What follows belongs to an exercise in optimizing a design on an open flow for small area and a short achievable clock period; a production flow would make more cautious choices. Where RTL was checked, it was by simulation tests only, not by an equivalence proof against the original.

==> inputs of trial 83 <==
==> flow/design.v <==
module SPI_SLAVE(
    input            clk,
    input            rst_n,
    input            MOSI,
    input            SS_n,
    input      [7:0] tx_data,
    input            tx_valid,
    output reg [9:0] rx_data,
    output reg       rx_valid,
    output reg       MISO
);
localparam IDLE      = 3'b000;
localparam CHK_CMD   = 3'b001;
localparam WRITE     = 3'b011;
localparam READ_ADD  = 3'b010;
localparam READ_DATA = 3'b110;
reg [2:0] cs, ns;
reg [7:0] tx_shift;
reg signed [3:0] counter;
reg       read_add_flg;
reg [9:0] P_rx_data;
always @(posedge clk or negedge rst_n) begin
    if (!rst_n)
        cs <= IDLE;
    else
        cs <= ns;
end
always @(*) begin
    case(cs)
        IDLE:      ns = (SS_n == 0) ? CHK_CMD : IDLE;
        CHK_CMD: begin
            if (SS_n == 0 && MOSI == 0)
                ns = WRITE;
            else if (SS_n == 0 && MOSI == 1 && !read_add_flg)
                ns = READ_ADD;
            else if (SS_n == 0 && MOSI == 1 && read_add_flg)
                ns = READ_DATA;
            else
                ns = IDLE;
        end
        WRITE:      ns = (SS_n == 0) ? WRITE : IDLE;
        READ_ADD:   ns = (SS_n == 0) ? READ_ADD : IDLE;
        READ_DATA:  ns = (SS_n == 0) ? READ_DATA : IDLE;
        default:    ns = IDLE;
    endcase
end
always @(posedge clk or negedge rst_n) begin
    if (!rst_n) begin
        rx_data      <= 0;
        rx_valid     <= 0;
        MISO         <= 0;
        counter      <= -1;
        read_add_flg <= 0;
        tx_shift     <= 0;
         P_rx_data <=0;
    end else begin
        rx_valid <= 0;    
        case (cs)
            IDLE: begin
                rx_data      <= 0;
                MISO         <= 0;
                counter      <= -1;
                rx_valid <= 0; 
                tx_shift     <= 0;
                 P_rx_data <=0;
            end
            WRITE: begin
                counter <= counter + 1;
                P_rx_data <= {P_rx_data[8:0], MOSI};
                if (counter == 4'd9) begin
                    rx_valid <= 1;
                    rx_data  <= P_rx_data;
                    counter  <= -1;
                end
            end
            READ_ADD: begin
                counter <= counter + 1;
                P_rx_data <= {P_rx_data[8:0], MOSI};
                if (counter == 4'd9) begin
                    rx_valid <= 1;
                    rx_data  <= P_rx_data;
                    counter  <= -1;
                    read_add_flg <= 1;
                end
            end
            READ_DATA: begin
                if (tx_valid) begin
                    rx_valid     <= 0;
                    if (counter == -1) begin
                        tx_shift <= tx_data;   
                        counter  <= 4'd7;
                    end else begin
                        MISO     <= tx_shift[0];
                        tx_shift <= tx_shift >> 1;
                        counter  <= counter - 1;
                    end
                end
                else begin 
                          counter <= counter + 1;
                P_rx_data <= {P_rx_data[8:0], MOSI};
                if (counter == 4'd9) begin
                    rx_valid     <= 1;
                    counter      <= -1;
                    read_add_flg <= 0;
                    rx_data  <= P_rx_data;
                end
            end
            end
        endcase
    end
end
endmodule
module RAM #(parameter ADDR_SIZE=8,
		    parameter MEM_DEPTH=256)(
    input            clk,
    input            rst_n,
    input      [9:0] din,
    input            rx_valid,
    output reg [7:0] dout,
    output reg       tx_valid
);
reg [ADDR_SIZE-1:0] MEM [0:MEM_DEPTH-1];
reg [ADDR_SIZE-1:0] ADDR;
always @(posedge clk or negedge rst_n)
begin 
    if (!rst_n) begin 
        dout     <= 0;
        ADDR     <= 0;
        tx_valid <= 0;
    end
    else begin 
        if(rx_valid) begin 
            if (din[9:8] == 2'b00) begin 
               ADDR <= din [7:0];
               tx_valid <= 0;
               dout <= 0;
            end
            else if (din [9:8] == 2'b01)
            begin 
            MEM[ADDR] <= din[7:0];
             tx_valid <= 0;
               dout <= 0;
            end 
            else if (din [9:8] == 2'b10)
            begin 
                ADDR <= din [7:0];
                 tx_valid <= 0;
               dout <= 0;
            end
            else if (din[9:8] == 2'b11)
           begin 
           dout <= MEM[ADDR];
           tx_valid <= 1;
          end
        end 
    end 
end
endmodule
module SPI_WRAPPER(
  input    MOSI,
  input    clk,
  input    rst_n,
  input    SS_n,
  output   MISO
);
wire        rx_valid, tx_valid;
wire [9:0]  rx_data;
wire [7:0]  tx_data;
SPI_SLAVE SPISLAVE (
    .clk(clk),
    .rst_n(rst_n),
    .MOSI(MOSI),
    .rx_data(rx_data),
    .tx_data(tx_data),
    .SS_n(SS_n),
    .rx_valid(rx_valid),
    .tx_valid(tx_valid),
    .MISO(MISO)
);
RAM #(
    .ADDR_SIZE(8),
    .MEM_DEPTH(256)
) ram_mem (
    .clk(clk),
    .rst_n(rst_n),
    .din(rx_data),
    .dout(tx_data),      
    .rx_valid(rx_valid),
    .tx_valid(tx_valid)
);
endmodule
==> flow/run.sh <==
#!/bin/bash
# synth_recipe.tcl (not shown) runs the flow's synth.tcl, then flattens the netlist and writes it again
# the make line also repeats each setting of config.mk as NAME=value (left out here)
make -C /OpenROAD-flow-scripts/flow DESIGN_CONFIG=/design/flow/config.mk WORK_HOME=/design/flow/orfs CLKGATE_MAP_FILE= SYNTH_SCRIPT=/design/flow/synth_recipe.tcl finish
==> flow/config.mk <==
export PLATFORM = sky130hd
export DESIGN_NAME = SPI_WRAPPER
export DESIGN_NICKNAME = SPI_WRAPPER
export VERILOG_FILES = /design/flow/design.v
export SDC_FILE = /design/flow/constraint.sdc
export NUM_CORES = 4
export LEC_CHECK = 0
export CAP_MARGIN = 40
export CORE_MARGIN = 2
export CORE_UTILIZATION = 40
export SLEW_MARGIN = 40
==> flow/constraint.sdc <==
create_clock -name core_clock -period 6.5 [get_ports {clk}]
set_input_delay 1.3000 -clock core_clock [delete_from_list [all_inputs] [get_ports {clk}]]
set_output_delay 1.3000 -clock core_clock [all_outputs]
set_load 0.01 [all_outputs]
==> build 57: changes against trial 83 <==
==> flow/design.v, changed modules only <==
module SPI_SLAVE(
    input            clk,
    input            rst_n,
    input            MOSI,
    input            SS_n,
    input      [7:0] tx_data,
    input            tx_valid,
    output     [9:0] rx_data,
    output reg       rx_valid,
    output reg       MISO
);
localparam IDLE      = 3'b000;
localparam CHK_CMD   = 3'b001;
localparam WRITE     = 3'b011;
localparam READ_ADD  = 3'b010;
localparam READ_DATA = 3'b110;
reg [2:0]  cs, ns;
reg [3:0]  counter;       
reg        read_add_flg;
reg        loaded;        
reg [10:0] sr;
assign rx_data = sr[10:1];
always @(posedge clk)
    sr <= {sr[9:0], MOSI};
always @(*) begin
    case (cs)
        IDLE:      ns = SS_n ? IDLE : CHK_CMD;
        CHK_CMD:   ns = SS_n ? IDLE : (!MOSI ? WRITE : (read_add_flg ? READ_DATA : READ_ADD));
        WRITE:     ns = SS_n ? IDLE : WRITE;
        READ_ADD:  ns = SS_n ? IDLE : READ_ADD;
        READ_DATA: ns = SS_n ? IDLE : READ_DATA;
        default:   ns = IDLE;
    endcase
end
always @(posedge clk or negedge rst_n) begin
    if (!rst_n)
        cs <= IDLE;
    else
        cs <= ns;
end
wire collect = (cs == WRITE) || (cs == READ_ADD) || (cs == READ_DATA && !tx_valid);
wire shift   = (cs == READ_DATA) && tx_valid;
always @(posedge clk or negedge rst_n) begin
    if (!rst_n) begin
        rx_valid     <= 1'b0;
        MISO         <= 1'b0;
        counter      <= 4'hf;
        read_add_flg <= 1'b0;
        loaded       <= 1'b0;
    end else begin
        rx_valid <= 1'b0;
        if (cs == IDLE) begin
            MISO    <= 1'b0;
            counter <= 4'hf;
            loaded  <= 1'b0;
        end
        if (collect) begin
            counter <= counter + 4'd1;
            if (counter == 4'd9) begin
                rx_valid <= 1'b1;
                counter  <= 4'hf;
                if (cs == READ_ADD)  read_add_flg <= 1'b1;
                if (cs == READ_DATA) read_add_flg <= 1'b0;
            end
        end
        if (shift) begin
            if (counter == 4'hf) begin
                loaded  <= 1'b1;
                counter <= 4'd7;
            end else begin
                MISO    <= loaded & tx_data[~counter[2:0]];
                counter <= counter - 4'd1;
            end
        end
    end
end
endmodule
module RAM (
    input            clk,
    input            rst_n,
    input      [9:0] din,
    input            rx_valid,
    output reg [7:0] dout,
    output reg       tx_valid
);
reg [2:0] phase;
reg [7:0] ADDR;
reg       addr_rst;
reg       dirty;
wire       match  = (phase == ADDR[7:5]);
wire       wr_now = dirty & match;
wire       ld     = rx_valid & ~din[8];
wire       wev    = rx_valid & ~din[9] & din[8];
wire [7:0] tap [0:31];
genvar g;
generate
    for (g = 0; g < 32; g = g + 1) begin : ring
        reg [63:0] r;
        wire we = wr_now & (ADDR[4:0] == g);
        always @(posedge clk)
            r <= {r[55:0], we ? dout : r[63:56]};
        assign tap[g] = r[63:56];
    end
endgenerate
always @(posedge clk)
    phase <= phase + 3'd1;
always @(posedge clk) begin
    if (ld)
        ADDR <= din[7:0];
    else if (addr_rst & (~dirty | match))
        ADDR <= 8'd0;
end
always @(posedge clk or negedge rst_n) begin
    if (!rst_n)
        addr_rst <= 1'b1;
    else if (ld | ~dirty | match)
        addr_rst <= 1'b0;
end
always @(posedge clk) begin
    if (wev)
        dirty <= 1'b1;
    else if (match)
        dirty <= 1'b0;
end
reg [7:0] mq;
reg       fq;
always @(posedge clk) begin
    mq <= tap[ADDR[4:0]];
    fq <= match & ~dirty & ~wev;
end
always @(posedge clk) begin
    if (wev)
        dout <= din[7:0];
    else if (fq)
        dout <= mq;
end
always @(posedge clk or negedge rst_n) begin
    if (!rst_n)
        tx_valid <= 1'b0;
    else if (rx_valid)
        tx_valid <= din[9] & din[8];
end
endmodule
module SPI_WRAPPER(
  input    MOSI,
  input    clk,
  input    rst_n,
  input    SS_n,
  output   MISO
);
wire        rx_valid, tx_valid;
wire [9:0]  rx_data;
wire [7:0]  tx_data;
SPI_SLAVE SPISLAVE (
    .clk(clk),
    .rst_n(rst_n),
    .MOSI(MOSI),
    .rx_data(rx_data),
    .tx_data(tx_data),
    .SS_n(SS_n),
    .rx_valid(rx_valid),
    .tx_valid(tx_valid),
    .MISO(MISO)
);
RAM ram_mem (
    .clk(clk),
    .rst_n(rst_n),
    .din(rx_data),
    .dout(tx_data),
    .rx_valid(rx_valid),
    .tx_valid(tx_valid)
);
endmodule
Settings changed: CORE_UTILIZATION 40 to 65, SETUP_SLACK_MARGIN set to 4.
==> impl_metrics.toml <==
[route]
route.met3.wl_mm = 52.3
route.met2.wl_mm = 144
route.final.wire_length_mm = 350

[outcome]
run_status = "timing/DRC/antenna clean"

[final_layout]
nFlopsAndLatches = 2103
layout.comb_gates.multi_input = 2306

[setup_path]
critPathCaptureType = "flip-flop"
worst_ep_arrival_time_ns = 6.10
critical_path.startpoint = "ram_mem.ADDR[6]"

[pwr]
power.density_cell_area_nw_per_um2 = 297

[synth]
syn_avg_cell_area_um2 = 16.6
synth_simple_gate_area_share_pct = 6.90
synth.largest_area_cell = "edfxtp_1"
Source of the figures above: trial 83

==> impl_metrics.toml <==
[route]
route.met2.wl_mm = 39.3
route.final.wire_length_mm = 89.1

[final_layout]
nFlopsAndLatches = 2101

[synth]
synth.largest_area_cell = "dfxtp_1"

[pwr]
power.density_cell_area_nw_per_um2 = 423

[setup_path]
critPathCaptureType = "output pin"
worst_ep_arrival_time_ns = 1.28

[outcome]
run_status = "timing/DRC/antenna clean"
Source of the figures above: build 57

No functional check of the RTL was part of build 57.

afterwards: timing with drivers on the ports:
The flow's constraints put no driver on any port. The routed layouts listed below were extracted and timed again, unchanged, in two steps.
Step 1 assumes that a clkbuf_16 drives the clock port and a buf_2 every other input.
Step 2 moves the port delays by t, midway between the first and last clock arrival at a register: inputs arrive t later, outputs are due t later. That takes back most of the time a late clock gives input paths.
a / b / c = ideal / step 1 / step 2; a / b = the first two.
| run | t (ns) | setup WS [ns] | worst register clock-pin slew, ns | pins driven straight from the clock port |
|---|---|---|---|---|
| trial 83 | 0.970 | 1.124 / 1.124 / 1.124 | 0.07 / 0.07 | 1 |
| build 57 | 0.804 | 3.919 / 3.853 / 3.976 | 0.07 / 0.07 | 1 |
After both steps every run listed still meets setup and hold.
